Context: an optimization exercise on an open-source flow, tuned for small area and a short achievable clock period. The choices shown serve that exercise and are no tape-out recipe.
The RTL was checked by simulation tests, not by an equivalence proof against the original design.

== job 8794 ==
// fractal
module fractal(
input Clk_100M, reset,
input [15:0]startX,  
input [15:0]startY,
input [15:0]stepX,  
input [15:0]stepY,
output [7:0] divOut,
output [18:0] addr_w,
output wire display,
output wire wea
    );
reg [2:0]  cc;
reg [9:0]  colCount;
reg [8:0]  rowCount;
reg        tempGo;
reg [15:0] xRegTemp;      
reg [15:0] yRegTemp;      
reg [15:0] sX, sY;        
reg [15:0] xReg1;         
reg [15:0] yReg1;
reg [18:0] currAddr;
wire load = (cc == 3'd5);
reg [1:0] colBits, rowBits;
always @(*) begin
	case (cc)
		3'd0:    begin colBits = colCount[1:0]; rowBits = rowCount[1:0]; end
		3'd1:    begin colBits = colCount[3:2]; rowBits = rowCount[3:2]; end
		3'd2:    begin colBits = colCount[5:4]; rowBits = rowCount[5:4]; end
		3'd3:    begin colBits = colCount[7:6]; rowBits = rowCount[7:6]; end
		default: begin colBits = colCount[9:8]; rowBits = {1'b0, rowCount[8]}; end
	endcase
end
wire [15:0] newX = startX + xRegTemp;
wire [15:0] newY = startY + yRegTemp;
always @(posedge Clk_100M) begin
	if (reset) begin
		cc       <= 3'd0;
		colCount <= 10'h3ff;
		rowCount <= 9'd0;
		tempGo   <= 1'b0;
		xRegTemp <= 16'd0;
		yRegTemp <= 16'd0;
		xReg1    <= 16'd0;
		yReg1    <= 16'd0;
		currAddr <= 19'd0;
	end else begin
		cc <= load ? 3'd0 : cc + 3'd1;
		if (load) begin
			xReg1    <= newX;
			yReg1    <= newY;
			xRegTemp <= 16'd0;
			yRegTemp <= 16'd0;
			currAddr <= (colCount == 10'd0 && rowCount == 9'd0) ? 19'd0 : currAddr + 19'd1;
			if (colCount == 10'd639)
				tempGo <= 1'b1;
		end else begin
			xRegTemp <= xRegTemp + sX * colBits;
			yRegTemp <= yRegTemp + sY * rowBits;
		end
		if (cc == 3'd4) begin
			if (colCount == 10'd639) begin
				colCount <= 10'd0;
				rowCount <= (rowCount == 9'd479) ? 9'd0 : rowCount + 9'd1;
			end else begin
				colCount <= colCount + 10'd1;
			end
		end
	end
end
always @(posedge Clk_100M) begin
	if (reset) begin
		sX <= 16'd0;
		sY <= 16'd0;
	end else begin
		sX <= load ? stepX : {sX[13:0], 2'b00};
		sY <= load ? stepY : {sY[13:0], 2'b00};
	end
end
assign addr_w  = currAddr;
assign display = tempGo;
assign wea     = 1'b1;
function inrange;
	input [15:0] v;
	inrange = (v[15:13] == 3'b000) | (v[15:13] == 3'b111) | (v == 16'h2000);
endfunction
reg [15:0] mx, my;
  ...
Size in the first run: about 95 I/O pins, about 36000 um^2 of cells after synthesis.
==> flow/config.mk <==
export PLATFORM = sky130hd
export DESIGN_NAME = fractal
export DESIGN_NICKNAME = fractal
export VERILOG_FILES = /design/flow/design.v
export SDC_FILE = /design/flow/constraint.sdc
export NUM_CORES = 4
export LEC_CHECK = 0
export CAP_MARGIN = 20
export CORE_MARGIN = 2
export CORE_UTILIZATION = 45
export SETUP_SLACK_MARGIN = 5.0
export SLEW_MARGIN = 20
==> flow/constraint.sdc <==
create_clock -name core_clock -period 11.0 [get_ports {Clk_100M}]
set_input_delay 2.2000 -clock core_clock [delete_from_list [all_inputs] [get_ports {Clk_100M}]]
set_output_delay 2.2000 -clock core_clock [all_outputs]
set_load 0.01 [all_outputs]
standard.sh (not shown) runs the stock make flow with config.mk's settings and CLKGATE_MAP_FILE= SYNTH_SCRIPT=/design/flow/synth_recipe.tcl, a recipe that flattens the netlist after the stock synthesis.
==> flow/flow/run.sh <==
#!/bin/bash
set -euo pipefail
MARGIN=4.5
cd "$(dirname "$0")/.."
{
  cat <<'TCL'
proc synth {args} {
  if {[lsearch -exact $args "fine:"] >= 0} {
    yosys synth -nofsm -noshare -noabc {*}$args
    yosys extract_fa
    yosys abc -fast
    yosys opt -fast
  } else {
    yosys synth -nofsm -noshare {*}$args
  }
}
TCL
  tail -n +2 synth_recipe.tcl
} > flow/fa_synth.tcl
sed -e "s#$PWD/synth_recipe.tcl#$PWD/flow/fa_synth.tcl#g" \
    -e "s#SETUP_SLACK_MARGIN=[0-9.]*#SETUP_SLACK_MARGIN=$MARGIN#" standard.sh > flow/fa_standard.sh
grep -q fa_synth.tcl flow/fa_standard.sh
grep -q "SETUP_SLACK_MARGIN=$MARGIN" flow/fa_standard.sh
bash flow/fa_standard.sh > flow_make.log 2>&1
> inputs changed (job 8794 -> job 6362)
- CTS_BUF_LIST: unset -> sky130_fd_sc_hd__clkbuf_4 sky130_fd_sc_hd__clkbuf_8
- CORE_UTILIZATION: 45 -> 52
==> flow/flow/run.sh <==
#!/bin/bash
# Layout flow: the standard flow (standard.sh) with one change to synthesis.
# Yosys's synth normally runs "abc -fast" before ORFS extracts full adders
# (extract_fa); abc restructures the adder trees first, and the adders it
# leaves are found with mixed polarities, which puts an inverter between many
# pairs of full-adder cells. Here the adders are extracted before "abc -fast".
# Everything else (registers, flattening, renaming, the rest of ORFS) is the
# standard flow.
set -euo pipefail
cd "$(dirname "$0")/.."
{
  cat <<'TCL'
proc synth {args} {
  if {[lsearch -exact $args "fine:"] >= 0} {
    yosys synth -nofsm -noshare -noabc {*}$args
    yosys extract_fa
    yosys abc -fast
    yosys opt -fast
  } else {
    yosys synth -nofsm -noshare {*}$args
  }
}
TCL
  tail -n +2 synth_recipe.tcl
} > flow/fa_synth.tcl
sed "s#$PWD/synth_recipe.tcl#$PWD/flow/fa_synth.tcl#g" standard.sh > flow/fa_standard.sh
grep -q fa_synth.tcl flow/fa_standard.sh
bash flow/fa_standard.sh > flow_make.log 2>&1
### Flow results
Of job 8794 and job 6362, the run reporting the higher buffer share of cell area was job 6362.
Job 8794 -> job 6362: fraction of area in clock buffers and inverters flat
Wire length of the first global-routing pass: job 8794 and job 6362 compared, lower one is job 8794
Transition time of the tightest slew-check pin (higher): job 8794
[inputs] job 4819 vs job 6362
- clearing CTS_BUF_LIST, which used to be sky130_fd_sc_hd__clkbuf_4 sky130_fd_sc_hd__clkbuf_8
- swapping 52 for 45 in CORE_UTILIZATION
[summary]
- Between job 4819 and job 6362, fraction of final layout cells sized beyond drive strength 1 is higher for job 6362, job 4819 comes in under that.
- Effective utilization at floorplan, job 4819 and job 6362: smaller value in job 4819
- Measured against each other, job 4819 and job 6362 differ in TritonCTS buffer count, the lower figure coming from job 4819.
- Job 6362 → job 4819: count of pins on the block boundary was more or less identical, post-CTS repair timing setup buffer count went down by 6.


fractal again, from the RTL that the note above started with.
clock: 11.0 ns
lec_check: 0
cap_margin: 20
core_margin: 2
core_utilization: 52
cts_buf_list: sky130_fd_sc_hd__clkbuf_8
setup_slack_margin: 5.0
slew_margin: 20
==> flow/flow/run.sh <==
#!/bin/bash
# Layout flow: the standard flow (standard.sh) with one change to synthesis.
# Yosys's synth normally runs "abc -fast" before ORFS extracts full adders
# (extract_fa); abc restructures the adder trees first, and the adders it
# leaves are found with mixed polarities, which puts an inverter between many
# pairs of full-adder cells. Here the adders are extracted before "abc -fast".
# Everything else (registers, flattening, renaming, the rest of ORFS) is the
# standard flow.
set -euo pipefail
cd "$(dirname "$0")/.."
{
  cat <<'TCL'
proc synth {args} {
  if {[lsearch -exact $args "fine:"] >= 0} {
    yosys synth -nofsm -noshare -noabc {*}$args
    yosys extract_fa
    yosys abc -fast
    yosys opt -fast
  } else {
    yosys synth -nofsm -noshare {*}$args
  }
}
TCL
  tail -n +2 synth_recipe.tcl
} > flow/fa_synth.tcl
sed "s#$PWD/synth_recipe.tcl#$PWD/flow/fa_synth.tcl#g" standard.sh > flow/fa_standard.sh
grep -q fa_synth.tcl flow/fa_standard.sh
bash flow/fa_standard.sh > flow_make.log 2>&1
Change:
==> flow/flow/run.sh (replaced) <==
#!/bin/bash
set -euo pipefail
MARGIN=5.5
cd "$(dirname "$0")/.."
{
  cat <<'TCL'
proc synth {args} {
  if {[lsearch -exact $args "fine:"] >= 0} {
    yosys synth -nofsm -noshare -noabc {*}$args
    yosys extract_fa
    yosys abc -fast
    yosys opt -fast
  } else {
    yosys synth -nofsm -noshare {*}$args
  }
}
TCL
  tail -n +2 synth_recipe.tcl
} > flow/fa_synth.tcl
sed -e "s#$PWD/synth_recipe.tcl#$PWD/flow/fa_synth.tcl#g" \
    -e "s#SETUP_SLACK_MARGIN=[0-9.]*#SETUP_SLACK_MARGIN=$MARGIN#" standard.sh > flow/fa_standard.sh
grep -q fa_synth.tcl flow/fa_standard.sh
grep -q "SETUP_SLACK_MARGIN=$MARGIN" flow/fa_standard.sh
bash flow/fa_standard.sh > flow_make.log 2>&1
--- a/flow/config.mk
+++ b/flow/config.mk
@@ -8,6 +8,5 @@
 export CAP_MARGIN = 20
 export CORE_MARGIN = 2
-export CORE_UTILIZATION = 52
-export CTS_BUF_LIST = sky130_fd_sc_hd__clkbuf_8
+export CORE_UTILIZATION = 45
 export SETUP_SLACK_MARGIN = 5.0
 export SLEW_MARGIN = 20
Effect: Worst setup slack degrades by 0.14 ns; synthesized cell count stays the same; clock skew falls by 0.040 ns; design area rises by 4.9%; via count falls by 0.58%; final cell count rises by about 5%; core utilization falls by 6.0 points; worst hold slack degrades by 0.0040 ns.


## zinc
Another version of the RTL of fractal (not shown whole).
For scale: about 3600 cells after synthesis, about 95 I/O pins.
export LEC_CHECK = 0
export CAP_MARGIN = 20
export CORE_MARGIN = 2
export CORE_UTILIZATION = 52
export SETUP_SLACK_MARGIN = 5.0
export SLEW_MARGIN = 20
export TNS_END_PERCENT = 5
create_clock -name core_clock -period 11.0 [get_ports {Clk_100M}]
==> flow/flow/run.sh <==
#!/bin/bash
# Layout flow: the standard flow (standard.sh) with one change to synthesis.
# Yosys's synth normally runs "abc -fast" before ORFS extracts full adders
# (extract_fa); abc restructures the adder trees first, and the adders it
# leaves are found with mixed polarities, which puts an inverter between many
# pairs of full-adder cells. Here the adders are extracted before "abc -fast".
# Everything else (registers, flattening, renaming, the rest of ORFS) is the
# standard flow.
set -euo pipefail
cd "$(dirname "$0")/.."
{
  cat <<'TCL'
proc synth {args} {
  if {[lsearch -exact $args "fine:"] >= 0} {
    yosys synth -nofsm -noshare -noabc {*}$args
    yosys extract_fa
    yosys abc -fast
    yosys opt -fast
  } else {
    yosys synth -nofsm -noshare {*}$args
  }
}
TCL
  tail -n +2 synth_recipe.tcl
} > flow/fa_synth.tcl
sed "s#$PWD/synth_recipe.tcl#$PWD/flow/fa_synth.tcl#g" standard.sh > flow/fa_standard.sh
grep -q fa_synth.tcl flow/fa_standard.sh
bash flow/fa_standard.sh > flow_make.log 2>&1
Both conditions hold for zinc: the flow ran to the end and the final layout passed the timing, DRC and antenna checks.
Input-level comparison between violet and zinc:
- swapping 52 for 60 in CORE_UTILIZATION
## What came out
- In violet the count of plain and timing-repair buffers turned out 14 lower than in zinc.
- Compared with zinc, violet shows a count of clock-buffer cells in the layout that is 1 lower.
- [compare] base=zinc new=violet: total wire length rose about 5%.
- Diff zinc -> violet: final worst-path cycle share +0.85 points, final period demand of the worst path increased 0.093 ns.
- Sequential share of cell area: violet higher than zinc
Changes in nickel relative to violet:
- TNS_END_PERCENT no longer set, was 5
- CORE_UTILIZATION now 52, was 60
Notes after the runs:
Cell area reported after detailed placement (nickel vs. violet) increases slightly
When nickel is set beside violet, its post-detailed-routing wire length turns out to be 4.5% smaller.
Between nickel and violet, it is nickel whose achievable frequency is higher, by 1.4%.
nickel vs violet, top routing layer in use: met4 vs met5
nickel: flow completed, timing, DRC and antenna clean
> inputs changed (nickel -> umber)
- TNS_END_PERCENT now 0, previously not set
==> comparison <==
umber ends up with higher total buffers and inverters traversed by the critical path than nickel does.
umber reports its critical-path cell with the highest stage delay as sky130_fd_sc_hd__fa_2 while nickel reports sky130_fd_sc_hd__fa_1.
nickel has a higher highest fanout seen on the critical path than umber.
When umber is set beside nickel, its met2 routed wirelength turns out to be about 0.32% smaller.
Between umber and nickel, the sequential share of layout area does not differ in any meaningful way.

[re-timing with driven ports]
In the flow no input, the clock included, has a driving cell. The finished layouts below were timed again as built, in two steps. Step 1: set_driving_cell puts a clkbuf_16 on Clk_100M and a buf_2 on each other input, an assumption about the parent block. Step 2 times the ports against the registers' clock, not the clock port: input delays grow and output delays shrink by t, the midpoint of the rising clock arrivals with the driver on. a / b / c = no drivers / after step 1 / after step 2; a / b = the first two.
run	t, ns	setup slack, ns	worst setup path at the end	worst data-port slew with drivers (ns)
job 8794	0.654	4.750 / 4.750 / 4.750	register to register	0.05
job 6362	0.754	5.113 / 5.113 / 5.113	register to register	0.07
job 4819	0.655	5.034 / 5.034 / 5.034	register to register	0.06
the first run of note 2	0.750	5.122 / 5.122 / 5.122	register to register	0.07
the second run of note 2	0.654	4.979 / 4.979 / 4.979	register to register	0.05
zinc	0.637	5.076 / 5.076 / 5.076	register to register	0.04
violet	0.627	4.983 / 4.983 / 4.983	register to register	0.05
nickel	0.636	5.065 / 5.065 / 5.065	register to register	0.04
umber	0.639	4.994 / 4.994 / 4.994	register to register	0.04
After both steps setup and hold are still met in every run listed.
